This is an optimization exercise on Yosys and OpenROAD, whose aim is small area and a short achievable clock period, not a production implementation. The RTL was checked by simulation tests, not by an equivalence proof against the original design. The clock port is modelled as an ideal driver, which makes a skipped or thinned clock tree look cheaper than it is; a real chip needs a root buffer or a tree. No activity file was given, so power comes from the tool's default toggle rates.

run 1:
==> flow/design.v <==
module SPI_SLAVE (
    input            MOSI,
    input            SS_n,
    input            clk,
    input            rst_n,
    input      [7:0] rd_data,    
    output reg       MISO,
    output           pre,        
    output reg       act,        
    output reg [9:0] word
);
    localparam IC = 2'd0, WR = 2'd1, RA = 2'd2, RD = 2'd3;
    reg [1:0] mode;
    reg [4:0] k;
    reg       flag;              
    reg [7:0] dout;              
    reg       at14;              
    assign pre = !SS_n && at14;
    always @(posedge clk)
        word <= {word[8:0], MOSI};
    always @(posedge clk or negedge rst_n) begin
        if (!rst_n) begin
            mode <= IC;
            k    <= 5'd3;
            flag <= 1'b0;
            at14 <= 1'b0;
            act  <= 1'b0;
            MISO <= 1'b0;
            dout <= 8'd0;
        end else begin
            act  <= pre;
            at14 <= !SS_n && mode != IC && k == 5'd13;
            MISO <= 1'b0;
            if (act && word[9:8] == 2'b11)
                dout <= rd_data;
            if (SS_n) begin
                mode <= IC;
                k    <= 5'd3;
                if (mode == IC || mode == WR)
                    flag <= 1'b0;
            end else begin
                case (mode)
                    IC: begin
                        if (k == 5'd3) begin
                            k <= 5'd4;
                        end else begin
                            k    <= 5'd5;
                            mode <= MOSI ? (flag ? RD : RA) : WR;
                        end
                    end
                    WR, RA: begin
                        if (k != 5'd15)
                            k <= k + 5'd1;
                        if (mode == WR)
                            flag <= 1'b0;
                        else if (k == 5'd14)
                            flag <= 1'b1;
                    end
                    RD: begin
                        k <= (k == 5'd24) ? 5'd3 : k + 5'd1;
                        if (k == 5'd14)
                            flag <= 1'b0;
                        if (k[4:3] == 2'b10)
                            MISO <= dout[k[2:0]];
                    end
                endcase
            end
        end
    end
endmodule
module RAM (
    input             clk,
    input             rst_n,
    input             pre,       
    input             MOSI,
    input             act,       
    input      [9:0]  din,
    output reg [7:0]  P
);
    localparam NR = 22;
    reg [1:0] c3, c4;
    reg       rho;
    reg [3:0] ra;
    reg [5:0] rb;
    reg [1:0] H, lo;
    reg       z;
    reg       pend;          
    reg       cmr;           
    reg       ncmr;          
    reg       capr;          
    reg       cap0r;         
    reg [7:0] pdata;
    reg [7:0] T;             
    reg       rhoT;          
    wire [1:0] n3 = c3[1] ? 2'd0 : c3 + 2'd1;
    wire [1:0] n4 = c4 + 2'd1;
    always @(posedge clk) begin
        c3  <= n3;
        c4  <= n4;
        rho <= rho ^ (n3 == 2'd0 && n4 == 2'd0);
    end
    wire [5:0] x = din[6:1];
    reg  [4:0] q;
    reg  [1:0] hq;
    always @(*) begin
        if (x[1:0] != 2'd3) begin
            q  = {1'b0, x[5:2]};
            hq = x[1:0];
        end else if (x[3:2] != 2'd3) begin
            q  = {3'b100, x[5:4]};
            hq = x[3:2];
        end else if (x[5:4] != 2'd3) begin
            q  = 5'd20;
            hq = x[5:4];
        end else begin
            q  = 5'd21;
            hq = 2'd0;
        end
    end
    always @(posedge clk) begin
        if (pre && !din[7]) begin
            ra <= 4'b0001 << q[1:0];
            rb <= 6'b000001 << q[4:2];
            H  <= hq;
            lo <= {din[0], MOSI};
        end else if (pre && z) begin
            ra <= 4'b0001;
            rb <= 6'b000001;
            H  <= 2'd0;
            lo <= 2'd0;
        end
    end
    wire is21 = ra[1] && rb[5];
    always @(posedge clk or negedge rst_n) begin
        if (!rst_n)
            z <= 1'b1;
        else if (act)
            z <= 1'b0;
    end
    wire write_op = act && din[9:8] == 2'b01;
    wire pend_n   = write_op || (pend && !cmr);
    wire match_n  = n4 == lo && (is21 || n3 == H);
    always @(posedge clk) begin
        if (write_op)
            pdata <= din[7:0];
        pend  <= pend_n;
        cmr   <= pend_n && match_n;
        ncmr  <= !(pend_n && match_n);
        capr  <= match_n;
        cap0r <= n3 == 2'd0 && n4 == 2'd0;
    end
    wire [8*NR-1:0] tap;
    wire [8*NR-1:0] tap1;
    wire [7:0] wd = pdata ^ {8{rho}};
    genvar r;
    generate
        for (r = 0; r < NR; r = r + 1) begin : g_ring
            localparam L = (r == NR - 1) ? 4 : 12;
            reg [8*L-1:0] f;
            wire we   = cmr && ra[r % 4] && rb[r / 4];
            wire we_n = ncmr || !ra[r % 4] || !rb[r / 4];
            wire [7:0] last = f[8*L-1:8*L-8];
            if (r == NR - 1) begin : g_plain
                always @(posedge clk)
                    f <= {f[8*L-9:0], we ? pdata : last};
            end else begin : g_inv
                always @(posedge clk)
                    f <= {f[8*L-9:0], ~((last | {8{we}}) & (wd | {8{we_n}}))};
            end
            assign tap[8*r +: 8]  = last;
            assign tap1[8*r +: 8] = f[8*L-9:8*L-16];
        end
    endgenerate
    reg [7:0] tsel;
    integer i;
    always @(*) begin
        tsel = 8'd0;
        for (i = 0; i < NR; i = i + 1)
            tsel = tsel | (tap1[8*i +: 8] & {8{ra[i % 4] && rb[i / 4]}});
    end
    always @(posedge clk) begin
        T    <= tsel;
        rhoT <= (rho ^ (n3 == 2'd0 && n4 == 2'd0)) && !is21;
    end
    wire       rz  = ra[0] && rb[0] && H == 2'd0 && lo == 2'd0;
    wire [7:0] tv  = T ^ {8{rhoT}};
    wire [7:0] t0v = tap[7:0] ^ {8{rho}};
    always @(posedge clk) begin
        if (z) begin
            if (cap0r)
                P <= (pend && rz) ? pdata : t0v;
        end else begin
            if (capr)
                P <= pend ? pdata : tv;
        end
    end
endmodule
module SPI_Wrapper (
    input   MOSI,
    input   wclk,
    input   wrst_n,
    input   SS_n,
    output  MISO
);
    wire       pre;
    wire       act;
    wire [9:0] word;
    wire [7:0] rd_data;
    SPI_SLAVE SPI (
        .MOSI(MOSI),
        .SS_n(SS_n),
        .clk(wclk),
        .rst_n(wrst_n),
        .rd_data(rd_data),
        .MISO(MISO),
        .pre(pre),
        .act(act),
        .word(word)
    );
    RAM Ram (
        .clk(wclk),
        .rst_n(wrst_n),
        .pre(pre),
        .MOSI(MOSI),
        .act(act),
        .din(word),
        .P(rd_data)
    );
endmodule
clock: 6.0 ns
lec_check: 0
cap_margin: 30
core_margin: 2
core_utilization: 50
setup_slack_margin: 3.9
slew_margin: 30
standard.sh (not shown) runs the stock make flow with config.mk's settings and CLKGATE_MAP_FILE= SYNTH_SCRIPT=/design/flow/synth_recipe.tcl, a recipe that flattens the netlist after the stock synthesis.
==> flow/flow/run.sh <==
#!/bin/bash
# The standard layout, with the clock tree built by flow/cts_tree.tcl.
set -euo pipefail
here=$(pwd)
export PRE_CTS_TCL="$here/flow/cts_tree.tcl"
bash standard.sh > "$here/standard.log" 2>&1
==> flow/flow/cts_tree.tcl <==
# Sourced by ORFS's cts.tcl before clock tree synthesis (PRE_CTS_TCL).
# Replaces TritonCTS with a two-level tree: the clock port drives 4 root
# buffers; each root drives the leaf buffers of one quarter of the die; each
# leaf buffer drives about 28 nearby flip-flops. Sinks are split into groups
# of equal size by recursive bisection along the longer side, so every
# flip-flop sees the same two buffers and about the same load.

proc my_tree_bisect { items n } {
  if { $n <= 1 } { return [list $items] }
  set xs {}; set ys {}
  foreach p $items { lappend xs [lindex $p 1]; lappend ys [lindex $p 2] }
  set xs [lsort -integer $xs]; set ys [lsort -integer $ys]
  set key [expr { ([lindex $xs end] - [lindex $xs 0]) >= ([lindex $ys end] - [lindex $ys 0]) ? 1 : 2 }]
  set s [lsort -integer -index $key $items]
  set n1 [expr { $n / 2 }]
  set k [expr { int(round(double([llength $s]) * $n1 / $n)) }]
  return [concat [my_tree_bisect [lrange $s 0 [expr { $k - 1 }]] $n1] \
                 [my_tree_bisect [lrange $s $k end] [expr { $n - $n1 }]]]
}

proc my_tree_center { g } {
  set sx 0; set sy 0
  foreach p $g { incr sx [lindex $p 1]; incr sy [lindex $p 2] }
  set n [llength $g]
  return [list [expr { $sx / $n }] [expr { $sy / $n }]]
}

rename clock_tree_synthesis my_triton_cts
proc clock_tree_synthesis { args } {
  set leaf_size 28
  set nroot 4
  set block [ord::get_db_block]
  set master [[ord::get_db] findMaster sky130_fd_sc_hd__clkbuf_16]
  set lmaster [[ord::get_db] findMaster sky130_fd_sc_hd__clkbuf_16]
  set src [lindex [get_property [lindex [all_clocks] 0] sources] 0]
  set clk [$block findNet [get_full_name $src]]
  set sinks {}
  foreach it [$clk getITerms] {
    set bb [[$it getInst] getBBox]
    lappend sinks [list $it [expr { ([$bb xMin] + [$bb xMax]) / 2 }] [expr { ([$bb yMin] + [$bb yMax]) / 2 }]]
  }
  set nleaf [expr { int(ceil(double([llength $sinks]) / $leaf_size)) }]
  set nleaf [expr { int(ceil(double($nleaf) / $nroot)) * $nroot }]
  set leaves {}
  set i 0
  foreach g [my_tree_bisect $sinks $nleaf] {
    lassign [my_tree_center $g] cx cy
    set inst [odb::dbInst_create $block $lmaster "clkbuf_leaf_${i}_wclk"]
    $inst setLocation $cx $cy
    $inst setPlacementStatus PLACED
    set net [odb::dbNet_create $block "clknet_leaf_${i}_wclk"]
    $net setSigType CLOCK
    foreach p $g {
      set it [lindex $p 0]
      $it disconnect
      $it connect $net
    }
    [$inst findITerm X] connect $net
    lappend leaves [list $inst $cx $cy]
    incr i
  }
  set j 0
  foreach g [my_tree_bisect $leaves $nroot] {
    lassign [my_tree_center $g] cx cy
    set inst [odb::dbInst_create $block $master "clkbuf_root_${j}_wclk"]
    $inst setLocation $cx $cy
    $inst setPlacementStatus PLACED
    set net [odb::dbNet_create $block "clknet_root_${j}_wclk"]
    $net setSigType CLOCK
    foreach p $g { [[lindex $p 0] findITerm A] connect $net }
    [$inst findITerm X] connect $net
    [$inst findITerm A] connect $clk
    incr j
  }
  puts "bench clock tree: [llength $sinks] sinks, $nleaf leaf buffers, $nroot root buffers"
  set_propagated_clock [all_clocks]
}
Inputs modified between run 1 and run 2:
Settings: a change of CORE_UTILIZATION from 50 to 70.
--- a/flow/flow/cts_tree.tcl
+++ b/flow/flow/cts_tree.tcl
@@ -2,5 +2,5 @@
 # Replaces TritonCTS with a two-level tree: the clock port drives 4 root
 # buffers; each root drives the leaf buffers of one quarter of the die; each
-# leaf buffer drives about 28 nearby flip-flops. Sinks are split into groups
+# leaf buffer drives about 32 nearby flip-flops. Sinks are split into groups
 # of equal size by recursive bisection along the longer side, so every
 # flip-flop sees the same two buffers and about the same load.
@@ -28,9 +28,9 @@
 rename clock_tree_synthesis my_triton_cts
 proc clock_tree_synthesis { args } {
-  set leaf_size 28
+  set leaf_size 32
   set nroot 4
+  set buf sky130_fd_sc_hd__clkbuf_16
   set block [ord::get_db_block]
-  set master [[ord::get_db] findMaster sky130_fd_sc_hd__clkbuf_16]
-  set lmaster [[ord::get_db] findMaster sky130_fd_sc_hd__clkbuf_16]
+  set master [[ord::get_db] findMaster $buf]
   set src [lindex [get_property [lindex [all_clocks] 0] sources] 0]
   set clk [$block findNet [get_full_name $src]]
@@ -46,5 +46,5 @@
   foreach g [my_tree_bisect $sinks $nleaf] {
     lassign [my_tree_center $g] cx cy
-    set inst [odb::dbInst_create $block $lmaster "clkbuf_leaf_${i}_wclk"]
+    set inst [odb::dbInst_create $block $master "clkbuf_leaf_${i}_wclk"]
     $inst setLocation $cx $cy
     $inst setPlacementStatus PLACED
[compare] base=run 1 new=run 2: total I/O pin count about even; met1 capacity usage during global routing increased by 11 points relative to the old numbers.
Re via count of the first global-routing pass: run 2 is 601 up on run 1.
The number of gates resized after cts in run 2 sits 9 above the value recorded for run 1.
On total power, run 2 does better than run 1.
[inputs] run 3 vs run 2
Settings: changing CAP_MARGIN from 30 to 20; changing SLEW_MARGIN from 30 to 20; changing CORE_UTILIZATION from 70 to 50.
## What came out
Re proportion of synthesized flip-flops having asynchronous set or reset: no difference whatsoever between run 2 and run 3.
On met1 capacity usage during global routing, the higher figure sits with run 2, not run 3.
Compared with run 2, run 3 shows a fraction of layout cells with a size suffix above 1 that is 0.75 points lower.
Fraction of standard cell area in multi-input logic: run 2 vs run 3, no meaningful difference
Diff run 2 -> run 3: cell area now larger; fmax comparable.
Hold slack improves in run 3 relative to run 2.
Status: setup slack parity (run 2, run 3)
Total leakage power ends up lower on run 3.
Of run 2 and run 3, the higher length of routed wiring on met1 belongs to run 3.
Run 3 and run 2 ended up with roughly the same post-route minimum period.
Input changes introduced in run 4 (baseline for comparison: run 3):
Settings: an added ABC_AREA of 1; a change of CAP_MARGIN from 20 to 30; a change of SETUP_SLACK_MARGIN from 3.9 to 3.8; a change of SLEW_MARGIN from 20 to 30.
Results
Run 4 vs run 3 on final worst clock skew: run 4 is the higher one. Sort run 4 and run 3 by final setup slack of the worst path asc -> top: run 4. Diff run 3 -> run 4: core occupancy in the finished layout comparable; global-route wire length before repair now larger; setup slack of the most critical reg-to-reg path comparable. Run 3 → run 4: maximum frequency now smaller, largest stage delay on the critical path barely changed, cell count rose by 346, time the worst path needs with I/O delays and setup grew by 0.018 ns. Final standard cell area without fillers: run 4 > run 3. Relative to run 3, mean number of vias per cell has decreased by about 3.4% in run 4.
In every run of this note, the design's own scripts or RTL, not TritonCTS, make the clock network.

## separate check: timing with driven ports
No port has a modelled driver above. Below, the same layouts with a new extraction and two added sets of constraints.
Step 1, drivers: a clkbuf_16 drives wclk and a buf_2 each remaining input, both assumed.
Step 2 adds t to the input delays and takes it off the output delays; t is the mean of the earliest and latest rising clock arrival at the registers after step 1. Input paths then give back, and output paths get back, about the clock's delay inside the block.
Slacks: no drivers / after step 1 / after step 2; pairs: no drivers / after step 1.
run	t, ns	setup slack, ns	worst setup path after step 2	worst slew at a driven data input, ns	cell pins on the clock port's net
run 1	0.655	3.767 / 3.618 / 3.629	input to register	0.03	4
run 2	0.625	3.777 / 3.644 / 3.652	input to register	0.03	4
run 3	0.643	3.777 / 3.640 / 3.622	input to register	0.03	4
run 4	0.647	3.759 / 3.617 / 3.352	input to register	0.03	4
After both steps setup and hold are still met in every run listed. For run 4, which loses most, drivers alone change the setup slack by -0.142 ns; drivers and shift together by -0.407 ns.
